What follows belongs to an exercise in optimizing a design on an open flow for small area and a short achievable clock period; a production flow would make more cautious choices.
RTL that was checked went through simulation tests only; none was proved equivalent to the original.

== oak ==
==> flow/design.v (excerpt) <==
module cordic # (parameter DATA_WIDTH = 16) (
    input                       clk,
    input                       rst_n,
    input                       start,
    input  [2:0]                mode,
    input  [3:0]                shift,
    input  [DATA_WIDTH*2 - 1 : 0] opa,
    input  [DATA_WIDTH*2 - 1 : 0] opb,
    output logic [DATA_WIDTH*2 - 1 : 0] data_o
);
    logic [6:1] vld;
    always_ff @(posedge clk or negedge rst_n) begin
        if (!rst_n)     vld <= '0;
        else if (start) vld <= {vld[5:1], 1'b1};
    end
    wire [15:0] ar = opa[31:16];
    wire [15:0] ai = opa[15:0];
    wire [15:0] br = opb[31:16];
    wire [15:0] bi = opb[15:0];
    wire x_small = (&ar[15:8]) | ~(|ar[15:8]);
    wire y_small = (&ai[15:8]) | ~(|ai[15:8]);
    wire w_small = (&br[15:8]) | ~(|br[15:8]);
    wire pre_shift = x_small & y_small;
    wire vec_in = ~mode[2] & (|mode[1:0]);
    wire [15:0] nbi = ~bi + 16'd1;
    wire [15:0] zs = mode[2] ? nbi : br;
    logic signed [18:0] x1_in, y1_in;
    logic [15:0] z1_in;
    cordic_pre u_pre (.ar(ar), .ai(ai), .ps(pre_shift), .zs(zs), .vec(vec_in), .sx(ar[15]), .sy(ai[15]),
                      .x1(x1_in), .y1(y1_in), .z1(z1_in));
    logic signed [18:0] x1, y1;
  ...
==> flow/config.mk <==
export PLATFORM = sky130hd
export DESIGN_NAME = cordic
export DESIGN_NICKNAME = cordic
export VERILOG_FILES = /design/flow/design.v
export SDC_FILE = /design/flow/constraint.sdc
export NUM_CORES = 4
export LEC_CHECK = 0
export CAP_MARGIN = 20
export CORE_MARGIN = 2
export CORE_UTILIZATION = 40
export PLACE_DENSITY = 0.6
export SLEW_MARGIN = 20
==> flow/constraint.sdc <==
create_clock -name core_clock -period 13.0 [get_ports {clk}]
set_input_delay 2.6000 -clock core_clock [delete_from_list [all_inputs] [get_ports {clk}]]
set_output_delay 2.6000 -clock core_clock [all_outputs]
set_load 0.01 [all_outputs]
standard.sh (not shown) runs the stock make flow with config.mk's settings and CLKGATE_MAP_FILE= SYNTH_SCRIPT=/design/flow/synth_recipe.tcl, a recipe that flattens the netlist after the stock synthesis.
==> flow/flow/run.sh <==
#!/bin/bash
# Layout with the standard flow (standard synthesis, floorplan, placement, CTS, routing);
# the only change is a larger setup margin for the resizer's repair_timing, so that it keeps
# improving the slowest paths past the point where they just meet the clock period.
set -euo pipefail
bash standard.sh SETUP_SLACK_MARGIN=6 finish > standard_flow.log 2>&1
Setup changes, oak to pine
Settings: SYNTH_HIERARCHICAL newly set to 1; SETUP_SLACK_MARGIN newly set to 5.
==> flow/run.sh (new file) <==
#!/bin/bash
# synth_recipe.tcl (not shown) runs the flow's synth.tcl, then flattens the netlist and writes it again
# the make line also repeats each setting of config.mk as NAME=value (left out here)
make -C /OpenROAD-flow-scripts/flow DESIGN_CONFIG=/design/flow/config.mk WORK_HOME=/design/flow/orfs CLKGATE_MAP_FILE= SYNTH_SCRIPT=/design/flow/synth_recipe.tcl finish
removed: flow/flow/run.sh
removed: flow/standard.sh
- pine: full flow OK, the timing, DRC and antenna checks passed
- Shortest period the worst path allows is lower on oak
- Cell type of the slowest stage on the worst timing path: sky130_fd_sc_hd__edfxtp_1 -> oak, sky130_fd_sc_hd__xnor2_1 -> pine
- oak vs pine, critical path startpoint: y5[1] vs y5[18]
- oak -> pine: worst hold slack across all endpoints flat
- pine against oak: fraction of synthesized area in multiplexers rose by 0.70 points, buffer count from post-CTS setup fixing has decreased, combined buffer and inverter count along the critical path now sits higher.

* * *

cordic, a different RTL version from the one above (not shown whole).
Size: about 8,800 cells after synthesis, roughly 470 flip-flops, roughly 110 I/O pins.
export LEC_CHECK = 0
export CAP_MARGIN = 20
export CORE_MARGIN = 2
export CORE_UTILIZATION = 40
export PLACE_DENSITY = 0.6
export SLEW_MARGIN = 20
export SYNTH_HIERARCHICAL = 1
export SYNTH_MINIMUM_KEEP_SIZE = 1000
create_clock -name core_clock -period 13.0 [get_ports {clk}]
==> flow/flow/run.sh <==
#!/bin/bash
# Layout with the standard flow (standard synthesis, floorplan, placement, CTS, routing);
# the only change is a larger setup margin for the resizer's repair_timing, so that it keeps
# improving the slowest paths past the point where they just meet the clock period.
set -euo pipefail
bash standard.sh SETUP_SLACK_MARGIN=6.5 finish > standard_flow.log 2>&1
Rerun with:
--- a/flow/flow/run.sh
+++ b/flow/flow/run.sh
@@ -5,2 +5,2 @@
 set -euo pipefail
-bash standard.sh SETUP_SLACK_MARGIN=6.5 finish > standard_flow.log 2>&1
+bash standard.sh SETUP_SLACK_MARGIN=6 finish > standard_flow.log 2>&1
The changed run finished with timing, DRC and antenna clean; clock-buffer cell count went down by 2; final cell count came out lower by about 2%; hold slack is about the same; final area came out lower by about 5.3%; utilization drops by 2.5 points.
No run of this note included a check of the RTL's function; only the layout flow was run.

==> separate check: timing with driven ports <==
How much do the figures lean on ideal ports? The routed layouts below were timed once more, with nothing changed but the port constraints. Step 1 assumes that a clkbuf_16 drives the clock port and a buf_2 every other input. Step 2 moves the port delays by t, midway between the first and last clock arrival at a register: inputs arrive t later, outputs are due t later. That takes back most of the time a late clock gives input paths. Three values: ideal ports, drivers, drivers and shift; two values: the first two.
| run | t (ns) | slack for setup (ns) | clock arrival spread, ns |
|---|---|---|---|
| oak | 0.762 | 5.741 / 5.741 / 5.496 | 0.025 / 0.025 |
| pine | 0.766 | 5.365 / 5.289 / 5.365 | 0.057 / 0.057 |
| the first run of note 2 | 0.766 | 6.410 / 6.410 / 6.152 | 0.044 / 0.044 |
| the second run of note 2 | 0.773 | 6.150 / 6.105 / 6.146 | 0.100 / 0.101 |
After both steps every run listed still meets setup and hold. The setup slack of the first run of note 2, which loses most, moves by 0.000 ns with the drivers and by -0.258 ns with both steps.
